This is an optimization exercise on Yosys and OpenROAD, whose aim is small area, not a production implementation. RTL that was checked went through simulation tests only; none was proved equivalent to the original. The RTL of run 2 was laid out without a check of its function. Power is estimated from default activity; no workload was simulated.

[config.mk]
export PLATFORM = sky130hd
export DESIGN_NAME = Shift_filter
export DESIGN_NICKNAME = Shift_filter
export VERILOG_FILES = /design/flow/design.v
export SDC_FILE = /design/flow/constraint.sdc
export NUM_CORES = 4
export LEC_CHECK = 0
export ABC_AREA = 1
export CAP_MARGIN = 0
export CORE_MARGIN = 2
export CORE_UTILIZATION = 65
export PLACE_DENSITY = 0.8
export SLEW_MARGIN = 0
[constraint.sdc]
create_clock -name core_clock -period 7.0 [get_ports {i_clk}]
set_input_delay 1.4000 -clock core_clock [delete_from_list [all_inputs] [get_ports {i_clk}]]
set_output_delay 1.4000 -clock core_clock [all_outputs]
set_load 0.01 [all_outputs]
[design.v]
`timescale 1 ns / 1 ps
module Shift_filter
				(
				i_clk,
				i_arst_n,
				i_filter,
				i_fop_fin,
				o_filter
				);
input	i_clk;
input	i_arst_n;
input 	[6:0]	i_fop_fin;
input	signed	[17:0]	i_filter;
output	reg signed	[17:0]	o_filter;
reg	[6:0]	phase;
reg		started;		 
reg	[3:0]	tap_k;
reg signed	[17:0]	hold_reg;
reg signed	[17:0]	ring [0:9];
reg signed	[24:0]	acc;
integer i;
wire	take = (phase == i_fop_fin);
always @(posedge i_clk, negedge i_arst_n) begin
	if (!i_arst_n) begin
		phase <= 0;
		started <= 0;
	end else begin
		phase <= take ? 7'd0 : phase + 1'b1;
		if (take)
			started <= 1;
	end
end
always @(posedge i_clk)
	if (!take)
		tap_k <= (tap_k == 0) ? 4'd9 : tap_k - 1'b1;
always @(posedge i_clk)
	if (take)
		hold_reg <= i_filter;
wire	early = ~|phase[6:4];
wire	first = early & (phase[3:0] == 4'd0);
wire	w_tap = early & (phase[3:0] >= 4'd1) & (phase[3:0] <= 4'd10);
wire	w_w0 = early & (phase[3:0] >= 4'd2) & (phase[3:0] <= 4'd11);
wire	w_h = first;
wire	bias = early & (phase[3:0] == 4'd12);
wire	k0 = (tap_k == 4'd0);
wire	k8 = (tap_k == 4'd9) | (tap_k == 4'd8) | (tap_k == 4'd2) | (tap_k == 4'd1);
wire	k11 = (tap_k == 4'd6) | (tap_k == 4'd4);
wire	k16 = (tap_k == 4'd5);
wire	kw0 = (tap_k == 4'd5) | (tap_k == 4'd3);
wire	ins = w_tap & k0;
wire	sel_h = started & ins;
wire	sel_r = started & ~ins;
always @(posedge i_clk) begin
	ring[0] <= ({18{sel_h}} & hold_reg) | ({18{sel_r}} & ring[9]);
	for (i = 1; i < 10; i = i + 1)
		ring[i] <= ring[i - 1];
end
wire signed	[17:0]	tap = ring[9];
wire signed	[17:0]	w0 = ring[0];
wire	p2 = w_tap & (k0 | k11);
wire	p3 = w_tap & k8;
wire	p_w0 = w_w0 & kw0;
wire	q_t = w_tap & k0;
wire	q4 = w_tap & (k11 | k16);
wire	[21:0]	p = ({22{p2}} & {{2{tap[17]}}, tap, 2'b0})
			| ({22{p3}} & {tap[17], tap, 3'b0})
			| ({22{p_w0}} & {{4{w0[17]}}, w0});
wire	[21:0]	q = ({22{q_t}} & {{4{tap[17]}}, tap})
			| ({22{q4}} & {tap, 4'b0})
			| ({22{w_h}} & {{4{hold_reg[17]}}, hold_reg})
			| {17'd0, bias, 4'd0};
wire	[24:0]	a = first ? ~{{5{hold_reg[17]}}, hold_reg, 2'b00} : acc;
wire	[24:0]	b = {3'b111, p[21], ~p[20:0]};
wire	[24:0]	c = {3'b000, ~q[21], q[20:0]};
wire	[24:0]	s = a ^ b ^ c;
wire	[24:0]	m = (a & b) | (a & c) | (b & c);
reg	[1:0]	cs_pend;		 
reg	[1:0]	rc_pend;		 
wire	[24:0]	cy = {m[23:17], cs_pend[1], m[15:9], cs_pend[0], m[7:0], 1'b1};
wire	[24:0]	ci;
wire	[24:0]	sum = s ^ cy ^ ci;
wire	[24:0]	co = (s & cy) | (s & ci) | (cy & ci);
assign	ci = {co[23:17], rc_pend[1], co[15:9], rc_pend[0], co[7:0], first};
always @(posedge i_clk) begin
	acc <= sum;
	cs_pend <= {m[16], m[8]};
	rc_pend <= {co[16], co[8]};
end
wire	ovf = (acc[24:22] != 3'b000) && (acc[24:22] != 3'b111);
wire	load = started & ~early;
wire	keep_y = load & ~ovf;
wire	set_lo = load & ovf & ~acc[24];		 
wire	set_hi = load & ovf & acc[24];		 
wire	[17:0]	y = {acc[22:6], acc[5] & (|acc[4:0])};
always @(posedge i_clk, negedge i_arst_n)
	if (!i_arst_n)
		o_filter <= 0;
	else
		o_filter <= ({18{keep_y}} & y) | ({18{~load}} & o_filter) | {set_hi, {17{set_lo}}};
endmodule
[flow/run.sh]
#!/bin/bash
# The standard layout (the standard.sh), with these changes to how it is made:
#  - Yosys's ABC step maps with an area-oriented script (flow/abc_area.script)
#    in place of ORFS's abc_area.script, in a copy of ORFS's scripts folder;
#  - in that copy, right after the full adders are mapped, flow/fa_polarity.py
#    picks for each full adder the polarity (a full adder is self-dual) that
#    leaves the fewest inverters between adders and flip-flops;
#  - the port buffers are plain buf_1 cells;
#  - clock tree synthesis runs with the options in flow/cts_args.
set -euo pipefail
rm -rf scripts_local
cp -r "$FLOW_HOME/scripts" scripts_local
cp flow/abc_area.script scripts_local/abc_area.script
python3 - scripts_local/synth.tcl <<'PY'
import sys
p = sys.argv[1]
s = open(p).read()
anchor = "# Technology mapping of latches"
hook = """# Full adders in the cheaper of their two polarities (flow/fa_polarity.py)
write_json $::env(RESULTS_DIR)/fa_polarity_in.json
puts [exec python3 $::env(FA_POLARITY_PY) $::env(RESULTS_DIR)/fa_polarity_in.json $::env(RESULTS_DIR)/fa_polarity_out.json]
design -reset
read_json $::env(RESULTS_DIR)/fa_polarity_out.json
hierarchy -top $::env(DESIGN_NAME)
opt_clean

"""
assert s.count(anchor) == 1
open(p, "w").write(s.replace(anchor, hook + anchor))
PY
export FA_POLARITY_PY="$PWD/flow/fa_polarity.py"
bash standard.sh "SCRIPTS_DIR=$PWD/scripts_local" \
	"BUFFER_PORTS_ARGS=-buffer_cell sky130_fd_sc_hd__buf_1" \
	"CTS_ARGS=$(cat flow/cts_args)" finish > standard_flow.log 2>&1
[flow/abc_area.script]
&get -n
&st
&dch
&nf -R 1000
&put
[flow/cts_args]
-sink_clustering_enable -repair_clock_nets -sink_clustering_size 30 -sink_clustering_max_diameter 80 -buf_list sky130_fd_sc_hd__clkbuf_16 -root_buf sky130_fd_sc_hd__clkbuf_4 -tree_buf sky130_fd_sc_hd__clkbuf_4 -dont_use_dummy_load
[flow/fa_polarity.py]
#!/usr/bin/env python3
"""Choose, for every sky130 full-adder cell in a Yosys JSON netlist, whether to
use it in its dual form (all three inputs and both outputs inverted; a full
adder is self-dual), so that as few inverters as possible are left where no
logic can absorb them: between two adder cells, or between an adder cell and a
flip-flop or half adder. The function of the netlist does not change. Inverters
are added as generic $_NOT_ cells, which the later ABC run merges or cancels."""
import json, sys

FA = "sky130_fd_sc_hd__fa_1"
NOT = "$_NOT_"
FA_IN = ("A", "B", "CIN")
FA_OUT = ("COUT", "SUM")

def main(src, dst):
    d = json.load(open(src))
    tops = [n for n, m in d["modules"].items() if m.get("attributes", {}).get("top")]
    mod = d["modules"][tops[0]] if tops else None
    if mod is None:
        mod = max(d["modules"].values(), key=lambda m: len(m.get("cells", {})))
    cells = mod["cells"]
    drv = {}
    loads = {}
    for cn, c in cells.items():
        for p, bits in c["connections"].items():
            direc = c.get("port_directions", {}).get(p, "input")
            for i, b in enumerate(bits):
                if isinstance(b, str):
                    continue
                if direc == "output":
                    drv[b] = (cn, p, i)
                else:
                    loads.setdefault(b, []).append((cn, p, i))
    ports_bits = set()
    for pn, pv in mod.get("ports", {}).items():
        for b in pv["bits"]:
            if not isinstance(b, str):
                ports_bits.add(b)

    def trace_back(b):
        """(root bit, number of NOTs) following NOT cells back from b."""
        k = 0
        while not isinstance(b, str) and b in drv and cells[drv[b][0]]["type"] == NOT:
            b = cells[drv[b][0]]["connections"]["A"][0]
            k += 1
        return b, k

    def hard_kind(cn):
        t = cells[cn]["type"]
        return t != NOT and (t == FA or "__ha_" in t or "df" in t or "edf" in t)

    fas = [cn for cn, c in cells.items() if c["type"] == FA]
    idx = {cn: i for i, cn in enumerate(fas)}
    edges = []
    for cn in fas:
        for p in FA_IN:
            b = cells[cn]["connections"][p][0]
            if isinstance(b, str):
                continue
            root, k = trace_back(b)
            if isinstance(root, str):
                continue
            if root in drv:
                rc = drv[root][0]
                if cells[rc]["type"] == FA:
                    edges.append((idx[rc], idx[cn], k))
                elif hard_kind(rc):
                    edges.append((None, idx[cn], k))
                else:
                    if k % 2:
                        pass  # inverter after logic: absorbable either way
            elif root in ports_bits:
                edges.append((None, idx[cn], k))
    # adder outputs into hard sinks other than adders (flip-flops, half adders)
    def forward(b, k, out):
        for (lc, lp, li) in loads.get(b, []):
            t = cells[lc]["type"]
            if t == NOT:
                forward(cells[lc]["connections"]["Y"][0], k + 1, out)
            elif t != FA and hard_kind(lc):
                out.append(k)
    for cn in fas:
        for p in FA_OUT:
            b = cells[cn]["connections"][p][0]
            ks = []
            forward(b, 0, ks)
            for k in ks:
                edges.append((idx[cn], None, k))
    f = [int(__import__("os").environ.get("FA_POLARITY_INIT", "0"))] * len(fas)
    def cost_of(i):
        c = 0
        for (a, bb, k) in adj[i]:
            fa = f[a] if a is not None else 0
            fb = f[bb] if bb is not None else 0
            c += (k + fa + fb) % 2
        return c
    adj = [[] for _ in fas]
    for e in edges:
        if e[0] is not None:
            adj[e[0]].append(e)
        if e[1] is not None and e[1] != e[0]:
            adj[e[1]].append(e)
    def total():
        s = 0
        for (a, bb, k) in edges:
            s += (k + (f[a] if a is not None else 0) + (f[bb] if bb is not None else 0)) % 2
        return s
    before = total()
    improved = True
    while improved:
        improved = False
        for i in range(len(fas)):
            c0 = cost_of(i)
            f[i] ^= 1
            if cost_of(i) < c0:
                improved = True
            else:
                f[i] ^= 1
    after = total()
    # rewrite flipped adders
    nxt = [max([b for c in cells.values() for bits in c["connections"].values() for b in bits if not isinstance(b, str)] + [1]) + 1]
    def newbit():
        nxt[0] += 1
        return nxt[0] - 1
    nnot = [0]
    def add_not(a, y):
        nnot[0] += 1
        cells[f"$fa_polarity_not${nnot[0]}"] = {
            "hide_name": 1, "type": NOT, "parameters": {}, "attributes": {},
            "port_directions": {"A": "input", "Y": "output"},
            "connections": {"A": [a], "Y": [y]}}
    flipped = 0
    for cn in fas:
        if not f[idx[cn]]:
            continue
        flipped += 1
        c = cells[cn]
        for p in FA_IN:
            b = c["connections"][p][0]
            if isinstance(b, str):
                nb = "1" if b == "0" else ("0" if b == "1" else b)
            elif b in drv and cells[drv[b][0]]["type"] == NOT:
                nb = cells[drv[b][0]]["connections"]["A"][0]
            else:
                nb = newbit()
                add_not(b, nb)
            c["connections"][p] = [nb]
        for p in FA_OUT:
            b = c["connections"][p][0]
            nb = newbit()
            c["connections"][p] = [nb]
            add_not(nb, b)
    sys.stdout.write(f"fa_polarity: {len(fas)} adders, {flipped} flipped, hard inversions {before} -> {after}\n")
    json.dump(d, open(dst, "w"))

if __name__ == "__main__":
    main(sys.argv[1], sys.argv[2])
[standard.sh]
#!/bin/bash
# synth_recipe.tcl (not shown) runs the flow's synth.tcl, then flattens the netlist and writes it again
# the make line also repeats each setting of config.mk as NAME=value (left out here)
make -C /OpenROAD-flow-scripts/flow DESIGN_CONFIG=/design/flow/config.mk WORK_HOME=/design/flow/orfs CLKGATE_MAP_FILE= SYNTH_SCRIPT=/design/flow/synth_recipe.tcl "${@:-finish}"
==> results.cfg, run 1 <==
[synthesis]
synth_nets = 612
synth_ff_type = dfxtp_1
synth_edf_count = 22
ys_seq_area_frac = 0.6913
yosysMostFrequentCell = dfxtp_1
synth.area.top_cells = dfxtp_1 53%, fa_1 11%, edfxtp_1 8.3%
synth_cell_types = 34
async_reset_ff_frac = 0.1012
avgSynthCellArea_um2 = 14.97
yosys.area.top_type = dfxtp_1
synth_top_area_frac = 0.5264
syn-instance-count = 531
synth_area_um2 = 7949
yosys_warnings = 2
synth_common_cells = 209 x dfxtp_1, 45 x fa_1, 29 x a222oi_1
synth_seq_cells = 257

[timing]
timing.final.ws_setup_ps = 628.1
min_period_over_period = 0.9103
setup_viol = 0
worst_pin_slew_ps = 1277
timing.fmax_mhz = 156.9
min_period_ps = 6372
hold_viol = 0
slew_headroom = 0.1479
setup-tns-final_ps = 0
finalClockSkew_ps = 64.86
rsz0062_at_grt = false
holdWs_ps = 296.0
final_max_slew_viol_count = 0

[clocking]
cts.sink_count = 257
root_buffer = clkbuf_4
cts_max_path_buffers = 3
ctsResizeCount = 0
cts_tree = yes
cts-htree-levels = 1
numCtsBuffers = 12
post-cts-setup-buffers = 0
clkTransAtPathRegs_ps = 110
ctsHoldBuffers = 0
clock_latency_ps = 610

[finish]
final_nets = 680
antenna_cells = 0
fin_util = 0.7229
layout-drive-gt1-share = 0.04858
reg_top3 = ring: 180 flops, acc: 25 flops
area_growth_pct = 8.783
largest_reg_flops = 180
regMostFlops = ring

[die]
start_util = 0.6645
dieArea_um2 = 13130
die_h_um = 114.6
core-area_um2 = 11960
ios = 45
die_x_um = 114.6
rows = 40

[critical_path]
r2r_end = acc[16]
crit_fanout = 19
startpoint = phase[1]
r2r_start = phase[1]
rr_worst_depth = 16
arrival_ps = 6900
critical_path_class = reg -> reg
endpoint_kind = register
start_kind = register
rrSetupSlack_ps = 630
crit_required_ps = 7520

[drt]
routed_wl_mm = 14.64
dr.pass1.iters = 6
num_vias = 4463
wl_per_cell_um = 19.67
viasPerCell = 5.999
antenna_left = 0
drt-initial-drc-count = 433
drc_errors = 0

[pwr]
peakVddDrop_mv = 0.2649
leakage_nw = 3.290
total_power_mw = 3.548
p_per_area_nw_per_um2 = 410.3

[min_path]
worstHoldPathType = reg -> reg
whs_endpoint = ring[6][17]
hold_depth = 0
min_from = ring[5][17]

[run_status]
status = timing/DRC/antenna clean

[place]
dpl.hpwl_mm = 9.925
post-place-ws_ps = 593.5
io_buffers = 44
finalWeightedCongestion = 0.8571

[grt]
grt_pass1_wl_mm = 24.00
gr-total-overflow = 0
grt_pass1_vias = 4632
antenna_found_initial = 0
grt_max_degree = 31
track_usage = 0.2358

[flow_run]
maxCapViolCount = 0
-- per-layer routing --
layer  wire length (um)  GRT usage
met1               6173     0.3349
met2               7004     0.3767
met3               1080    0.03600
met4                381    0.07967
met5                  0          0
-- layout make-up --
type                    count  area, um^2
clock buffers              12       247.7
well taps                 147       183.9
repair buffers             54       241.5
multi-input cells         250        2389
flip-flops and latches    257        5495
fillers                   821        3314
inverters                  24       90.09
-- kinds of logic (layout without fill, tap and decap cells) --
kind of cell               Yosys count  count (layout)  synth area share
DFF                                257             257            0.6913
AOI/OAI and AO/OA                  113             113            0.1146
and+or+nand+nor                     69              69           0.03920
adders and majority gates           54              54            0.1275
buffers and inverters               24              90           0.01133
xor gates and xnor gates            12              12           0.01322
muxes                                2               2          0.002833
-- worst max-delay path by stage --
stage,slack [ps],cells past startpoint,to
after global routing,280,16,acc[16]
after CTS,590,16,acc[16]
after floorplan,280,14,acc[8]
after detailed placement,590,16,acc[16]
final,630,16,acc[16]
after global placement,800,16,acc[16]
-- report_power, final --
| group | leakage (nW) | switching [mW] | internal, mW |
|---|---|---|---|
| registers | 2.21 | 0.157 | 1.71 |
| logic | 0.954 | 0.566 | 0.470 |
| clock network | 0.125 | 0.394 | 0.250 |
-- placed cells by master (no fill, tap or decap), types with 8 or more instances in the layout --
cell,count
a21oi_1,24
clkbuf_16,9
ha_1,9
nor2_1,27
dfrtp_1,26
nand2_1,21
a221o_1,16
fa_1,45
a222oi_1,29
dfxtp_1,209
a22o_1,22
buf_1,43
edfxtp_1,22
xnor2_1,8
clkinv_1,24
buf_4,10
-- per-stage QoR --
stage / instances / area, um^2
2_1_floorplan: 531 / 7949
3_3_place_gp: 732 / 8399
3_5_place_dp: 732 / 8399
4_1_cts: 744 / 8647
5_1_grt: 744 / 8647
6_report: 744 / 8647
-- critical path, stage by stage, from the launching register on --
cell      delay, ps
dfrtp_1         480
clkinv_1        170
ha_1            210
o21ai_0         440
nor2_1          140
buf_4           240
a222oi_1        260
clkinv_1        150
fa_1            510
fa_1            410
fa_1            470
fa_1            460
fa_1            460
fa_1            460
fa_1            470
fa_1            460
fa_1            530
==> inputs of run 2 (changes only) <==
--- a/design.v
+++ b/design.v
@@ -33,5 +33,17 @@
 always @(posedge i_clk)
 	if (!take)
-		tap_k <= (tap_k == 0) ? 4'd9 : tap_k - 1'b1;
+		case (tap_k)
+		4'd6: tap_k <= 4'd5;
+		4'd4: tap_k <= 4'd6;
+		4'd15: tap_k <= 4'd4;
+		4'd0: tap_k <= 4'd15;
+		4'd3: tap_k <= 4'd0;
+		4'd11: tap_k <= 4'd3;
+		4'd13: tap_k <= 4'd11;
+		4'd12: tap_k <= 4'd13;
+		4'd14: tap_k <= 4'd12;
+		4'd5: tap_k <= 4'd14;
+		default: tap_k <= 4'd5;
+		endcase
 always @(posedge i_clk)
 	if (take)
@@ -43,9 +55,9 @@
 wire	w_h = first;
 wire	bias = early & (phase[3:0] == 4'd12);
-wire	k0 = (tap_k == 4'd0);
-wire	k8 = (tap_k == 4'd9) | (tap_k == 4'd8) | (tap_k == 4'd2) | (tap_k == 4'd1);
-wire	k11 = (tap_k == 4'd6) | (tap_k == 4'd4);
-wire	k16 = (tap_k == 4'd5);
-wire	kw0 = (tap_k == 4'd5) | (tap_k == 4'd3);
+wire	k0 = (tap_k == 4'd6);
+wire	k8 = (tap_k == 4'd5) | (tap_k == 4'd14) | (tap_k == 4'd15) | (tap_k == 4'd4);
+wire	k11 = (tap_k == 4'd13) | (tap_k == 4'd3);
+wire	k16 = (tap_k == 4'd11);
+wire	kw0 = (tap_k == 4'd11) | (tap_k == 4'd0);
 wire	ins = w_tap & k0;
 wire	sel_h = started & ins;
==> run 2 against run 1 <==
  * Sequential power about the same
  * Combinational power about the same
  * Critical endpoint unchanged
  * Final cell count down 0.27%
==> results.cfg, run 2 <==
[run_status]
status = timing/DRC/antenna clean

[timing]
hold_viol = 0
min_period_ps = 6293
finalClockSkew_ps = 67.33
slew_headroom = 0.1843
final_max_slew_viol_count = 0
min_period_over_period = 0.8991
rsz0062_at_grt = false
setup_viol = 0
setup-tns-final_ps = 0
worst_pin_slew_ps = 1223
timing.fmax_mhz = 158.9

[die]
core-area_um2 = 11960
dieArea_um2 = 13060
ios = 45
die_h_um = 114.3
start_util = 0.6609
die_x_um = 114.3
rows = 40

[finish]
layout_commonest_cell = dfxtp_1
reg_top3 = ring: 180 flops, acc: 25 flops
final_nets = 674
largest_reg_flops = 180
stdcell_count = 742
antenna_cells = 0
regMostFlops = ring
area_growth_pct = 8.911
final_cell_mix = 209 x dfxtp_1, 45 x fa_1, 44 x buf_1
layout-drive-gt1-share = 0.04874

[drt]
drt-initial-drc-count = 477
routed_wl_mm = 14.33
wl_per_cell_um = 19.31
antenna_left = 0
dr.pass1.iters = 9
num_vias = 4400
drc_errors = 0
viasPerCell = 5.930

[synthesis]
synth_xor_area_frac = 0.01219
yosys_warnings = 2
ys_seq_area_frac = 0.6952
async_reset_ff_frac = 0.1012
yosysMostFrequentCell = dfxtp_1
synth_adder_area_share = 0.1219
synth.area.top_cells = dfxtp_1 53%, fa_1 11%, edfxtp_1 8.4%
synth_edf_count = 22
synth_common_cells = 209 x dfxtp_1, 45 x fa_1, 31 x nor2_1
syn-instance-count = 528
muxShareOfSynthArea = 0.001425
synthSimpleGateAreaFrac = 0.04305
synth_area_um2 = 7905
synth_top_family_by_area = adder cells
synth_top_area_frac = 0.5293
synth_nets = 605
avgSynthCellArea_um2 = 14.97
synth_seq_cells = 257
synth_cell_types = 38
synth_compound_area_frac = 0.1159
yosys.area.top_type = dfxtp_1
synth_ff_type = dfxtp_1

[grt]
gr-total-overflow = 0
grt_max_degree = 31
antenna_found_initial = 0
track_usage = 0.2285
grt_pass1_vias = 4521
grt_pass1_wl_mm = 23.07

[clocking]
clock_latency_ps = 600
cts_max_path_buffers = 3
cts.sink_count = 257
post-cts-setup-buffers = 0
ctsResizeCount = 0
ctsHoldBuffers = 0
cts-htree-levels = 1
root_buffer = clkbuf_4
cts_tree = yes
clkTransAtPathRegs_ps = 110
numCtsBuffers = 12

[critical_path]
path_common_cell = fa_1
arrival_ps = 6740
crit_slowest_cell = fa_1
cp_cell_sequence = nor2_1 -> nand2_1 -> o21ai_0 -> nor2_1 -> buf_4 -> a222oi_1 -> clkinv_1 -> fa_1 -> fa_1 -> fa_1 -> fa_1 -> fa_1 -> fa_1 -> fa_1 -> fa_1 -> fa_1
endpoint_kind = register
critical_path_class = reg -> reg
slowest_delay_ps = 510
crit_fanout = 19
start_kind = register
crit_required_ps = 7450

[place]
finalWeightedCongestion = 0.8583
dpl.hpwl_mm = 9.797
io_buffers = 44
dpl.cell_count = 730

[pwr]
leakage_nw = 3.267
p_per_area_nw_per_um2 = 415.0
peakVddDrop_mv = 0.2659

[min_path]
worstHoldPathType = reg -> reg

[flow_run]
maxCapViolCount = 0
==> run 2: area by class of cell <==
cell class / count / area [um^2]
clock buffer: 12 / 247.7
fill: 790 / 3352
inverter: 22 / 82.58
multi-input combinational: 249 / 2352
sequential: 257 / 5495
tap: 147 / 183.9
timing repair buffer: 55 / 247.7
==> run 2: path summary, 6_finish.rpt <==
path	startpoint	end	slack (ps)	cells after the start
min in group asynchronous	i_arst_n	phase[3]	800	2
setup reg to reg	phase[2]	acc[16]	710	16
setup / recovery	phase[2]	acc[16]	710	16
hold / removal	ring[7][17]	ring[8][17]	290	0
hold reg to reg	ring[7][17]	ring[8][17]	290	0
max in group asynchronous	i_arst_n	phase[1]	5850	2
==> run 2: power breakdown <==
group	internal, mW	switching (mW)	total [mW]	leakage (nW)
Clock	0.250	0.396	0.646	0.125
Combinational	0.481	0.577	1.06	0.930
Sequential	1.71	0.157	1.87	2.21
==> run 2: routing by layer <==
layer,up-vias,part of all wire,GRT usage
met5,-,0,0
met4,0,0.028,0.08374
met3,35,0.077,0.04659
met2,182,0.47,0.3694
met1,2143,0.43,0.3111
li1,2040,-,-
==> run 2: cell families after synthesis <==
family                   count (synthesis)
AND/OR/NAND/NOR                         75
multiplexers                             1
AO/OA/AOI/OAI                          112
XOR/XNOR                                11
flip-flops                             257
buffers and inverters                   22
adder cells (fa/ha/maj)                 50
==> run 2: metrics by stage <==
step | hold WS (ps) | setup WS, ps | total power [mW] | area [um^2] | utilization
5_1_grt | 293.4 | 256.8 | 3.800 | 8610 | 0.7198
3_5_place_dp | 312.1 | 661.4 | 2.950 | 8362 | 0.6991
2_1_floorplan | 309.6 | 280.8 | 2.602 | 7905 | -
4_1_cts | 295.5 | 666.8 | 3.590 | 8610 | 0.7198
6_report | 286.6 | 706.6 | 3.573 | 8610 | 0.7198
3_3_place_gp | 310.2 | 835.9 | 2.870 | 8362 | 0.6991
==> run 2: worst max-delay path: cells and delay by family, from the launching register on <==
family                     cells  cell delay, ps
and+or+nand+nor                3             440
buffers and inverters          2             390
AOI/OAI and AO/OA              2             610
adders and majority gates      9            4190
DFF                            1             500
==> inputs of run 3 (changes only) <==
--- a/design.v
+++ b/design.v
@@ -31,18 +31,20 @@
 	end
 end
+localparam [3:0] K0 = 4'd6, K1 = 4'd4, K2 = 4'd15, K3 = 4'd0, K4 = 4'd3,
+		K5 = 4'd11, K6 = 4'd13, K7 = 4'd12, K8 = 4'd14, K9 = 4'd5;
 always @(posedge i_clk)
 	if (!take)
 		case (tap_k)
-		4'd6: tap_k <= 4'd5;
-		4'd4: tap_k <= 4'd6;
-		4'd15: tap_k <= 4'd4;
-		4'd0: tap_k <= 4'd15;
-		4'd3: tap_k <= 4'd0;
-		4'd11: tap_k <= 4'd3;
-		4'd13: tap_k <= 4'd11;
-		4'd12: tap_k <= 4'd13;
-		4'd14: tap_k <= 4'd12;
-		4'd5: tap_k <= 4'd14;
-		default: tap_k <= 4'd5;
+		K0: tap_k <= K9;
+		K1: tap_k <= K0;
+		K2: tap_k <= K1;
+		K3: tap_k <= K2;
+		K4: tap_k <= K3;
+		K5: tap_k <= K4;
+		K6: tap_k <= K5;
+		K7: tap_k <= K6;
+		K8: tap_k <= K7;
+		K9: tap_k <= K8;
+		default: tap_k <= K9;
 		endcase
 always @(posedge i_clk)
@@ -55,9 +57,9 @@
 wire	w_h = first;
 wire	bias = early & (phase[3:0] == 4'd12);
-wire	k0 = (tap_k == 4'd6);
-wire	k8 = (tap_k == 4'd5) | (tap_k == 4'd14) | (tap_k == 4'd15) | (tap_k == 4'd4);
-wire	k11 = (tap_k == 4'd13) | (tap_k == 4'd3);
-wire	k16 = (tap_k == 4'd11);
-wire	kw0 = (tap_k == 4'd11) | (tap_k == 4'd0);
+wire	k0 = (tap_k == K0);
+wire	k8 = (tap_k == K9) | (tap_k == K8) | (tap_k == K2) | (tap_k == K1);
+wire	k11 = (tap_k == K6) | (tap_k == K4);
+wire	k16 = (tap_k == K5);
+wire	kw0 = (tap_k == K5) | (tap_k == K3);
 wire	ins = w_tap & k0;
 wire	sel_h = started & ins;
==> run 3 against run 2 <==
  * Clock skew stayed put
  * Still clean
  * Highest routed layer unchanged
  * Die area unchanged
  * Largest power group unchanged
  * Worst setup slack unchanged
  * Critical path type unchanged
  * Wire length unchanged
==> results.cfg, run 3 <==
[synthesis]
synth_seq_cells = 257
synth_xor_area_frac = 0.01219
syn-instance-count = 528
yosys.area.top_type = dfxtp_1
muxShareOfSynthArea = 0.001425
synth_top_area_frac = 0.5293
synth.area.top_cells = dfxtp_1 53%, fa_1 11%, edfxtp_1 8.4%
avgSynthCellArea_um2 = 14.97
yosysMostFrequentCell = dfxtp_1
synth_compound_area_frac = 0.1159
synth_edf_count = 22
async_reset_ff_frac = 0.1012
yosys_warnings = 2
synth_adder_area_share = 0.1219
synth_ff_type = dfxtp_1
synth_common_cells = 209 x dfxtp_1, 45 x fa_1, 31 x nor2_1
synth_nets = 605
synth_cell_types = 38
ys_seq_area_frac = 0.6952
synthSimpleGateAreaFrac = 0.04305
synth_top_family_by_area = adder cells
synth_area_um2 = 7905

[place]
io_buffers = 44
dpl.hpwl_mm = 9.797
finalWeightedCongestion = 0.8583
post-place-ws_ps = 661.4

[critical_path]
r2r_start = phase[2]
arrival_ps = 6740
crit_fanout = 19
start_kind = register
crit_required_ps = 7450
endpoint_kind = register
critical_path_class = reg -> reg
startpoint = phase[2]

[die]
die_h_um = 114.3
start_util = 0.6609
rows = 40
core-area_um2 = 11960
ios = 45
dieArea_um2 = 13060
die_x_um = 114.3

[finish]
reg_top3 = ring: 180 flops, acc: 25 flops
final_cell_mix = 209 x dfxtp_1, 45 x fa_1, 44 x buf_1
layout_commonest_cell = dfxtp_1
largest_reg_flops = 180
layout-drive-gt1-share = 0.04874
regMostFlops = ring
final_nets = 674
nFillCells = 790
area_growth_pct = 8.911
antenna_cells = 0

[drt]
num_vias = 4400
routed_wl_mm = 14.33
wl_per_cell_um = 19.31
viasPerCell = 5.930
dr.pass1.iters = 9
antenna_left = 0
drc_errors = 0
drt-initial-drc-count = 477

[pwr]
peakVddDrop_mv = 0.2659
p_per_area_nw_per_um2 = 415.0
leakage_nw = 3.267

[clocking]
cts_tree = yes
cts_max_path_buffers = 3
cts.sink_count = 257
ctsHoldBuffers = 0
post-cts-setup-buffers = 0
cts-htree-levels = 1
clkTransAtPathRegs_ps = 110
numCtsBuffers = 12
ctsResizeCount = 0
root_buffer = clkbuf_4
clock_latency_ps = 600

[min_path]
min_from = ring[7][17]
worstHoldPathType = reg -> reg

[timing]
min_period_over_period = 0.8991
min_period_ps = 6293
setup-tns-final_ps = 0
timing.fmax_mhz = 158.9
worst_pin_slew_ps = 1223
hold_viol = 0
finalClockSkew_ps = 67.33
timing.final.ws_setup_ps = 706.6
rsz0062_at_grt = false
slew_headroom = 0.1843
setup_viol = 0
final_max_slew_viol_count = 0
holdWs_ps = 286.6

[flow_run]
maxCapViolCount = 0

[grt]
track_usage = 0.2285
gr-total-overflow = 0
grt_max_degree = 31
grt_pass1_wl_mm = 23.07
grt_pass1_vias = 4521
antenna_found_initial = 0

[run_status]
status = timing/DRC/antenna clean
==> run 3: cell counts after synthesis <==
No cell type changed its count.
==> run 3: per-layer routing <==
layer / vias to the layer above / part of all wire / GRT usage
met5: - / 0 / 0
met4: 0 / 0.028 / 0.08374
met3: 35 / 0.077 / 0.04659
met2: 182 / 0.47 / 0.3694
met1: 2143 / 0.43 / 0.3111
li1: 2040 / - / -
==> run 3: cell families after synthesis <==
kind of cell               Yosys count
DFF                                257
muxes                                1
buffers and inverters               22
xor gates and xnor gates            11
AOI/OAI and AO/OA                  112
adders and majority gates           50
and+or+nand+nor                     75
==> run 3: final timing paths <==
kind	to	slack (ps)	cells past startpoint
worst min register to register	ring[8][17]	290	0
min in group asynchronous	phase[3]	800	2
worst min-delay path	ring[8][17]	290	0
max in group asynchronous	phase[1]	5850	2
worst max register to register	acc[16]	710	16
worst max-delay path	acc[16]	710	16
==> run 3: power breakdown <==
part           switching, mW  internal (mW)
Sequential             0.157           1.71
Clock                  0.396          0.250
Combinational          0.577          0.481
Total                   1.13           2.44
==> run 3: through the flow <==
stage                     std cells  instance area, um^2  utilization  total power, mW
after CTS                       742                 8610       0.7198            3.590
after global routing            742                 8610       0.7198            3.800
after detailed placement        730                 8362       0.6991            2.950
after floorplan                 528                 7905            -            2.602
final                           742                 8610       0.7198            3.573
after global placement          730                 8362       0.6991            2.870
==> run 3: cell type report <==
class | instances | area (um^2) | share of cell area
Clock buffer | 12 | 247.7 | 0.02877
Inverter | 22 | 82.58 | 0.009592
Multi-Input combinational cell | 249 | 2352 | 0.2732
Sequential cell | 257 | 5495 | 0.6383
Tap cell | 147 | 183.9 | 0.02136
Timing Repair Buffer | 55 | 247.7 | 0.02877
==> run 3: critical path, stage by stage (launching register included) <==
cell      delay, ps
dfrtp_1         500
nor2_1          250
nand2_1          70
o21ai_0         360
nor2_1          120
buf_4           230
a222oi_1        250
clkinv_1        160
fa_1            510
fa_1            410
fa_1            460
fa_1            460
fa_1            460
fa_1            460
fa_1            470
fa_1            470
fa_1            490

-- afterwards: timing with drivers on the ports --
No port has a modelled driver above. Below, the same layouts with a new extraction and two added sets of constraints.
Step 1, drivers: a clkbuf_16 drives i_clk and a buf_2 each remaining input, both assumed.
Step 2 moves the port delays by t, midway between the first and last clock arrival at a register: inputs arrive t later, outputs are due t later. That takes back most of the time a late clock gives input paths.
Three values: no drivers, after step 1, after step 2; two values: the first two.
run | t, ns | slack for setup (ns) | worst setup path after step 2 | worst register clock-pin slew, ns | cell pins on the clock port's net
run 1 | 0.609 | 0.628 / 0.628 / 0.628 | register to register | 0.11 / 0.11 | 1
run 2 | 0.594 | 0.707 / 0.707 / 0.707 | register to register | 0.11 / 0.11 | 1
run 3 | 0.594 | 0.707 / 0.707 / 0.707 | register to register | 0.11 / 0.11 | 1
After both steps every run listed still meets setup and hold.
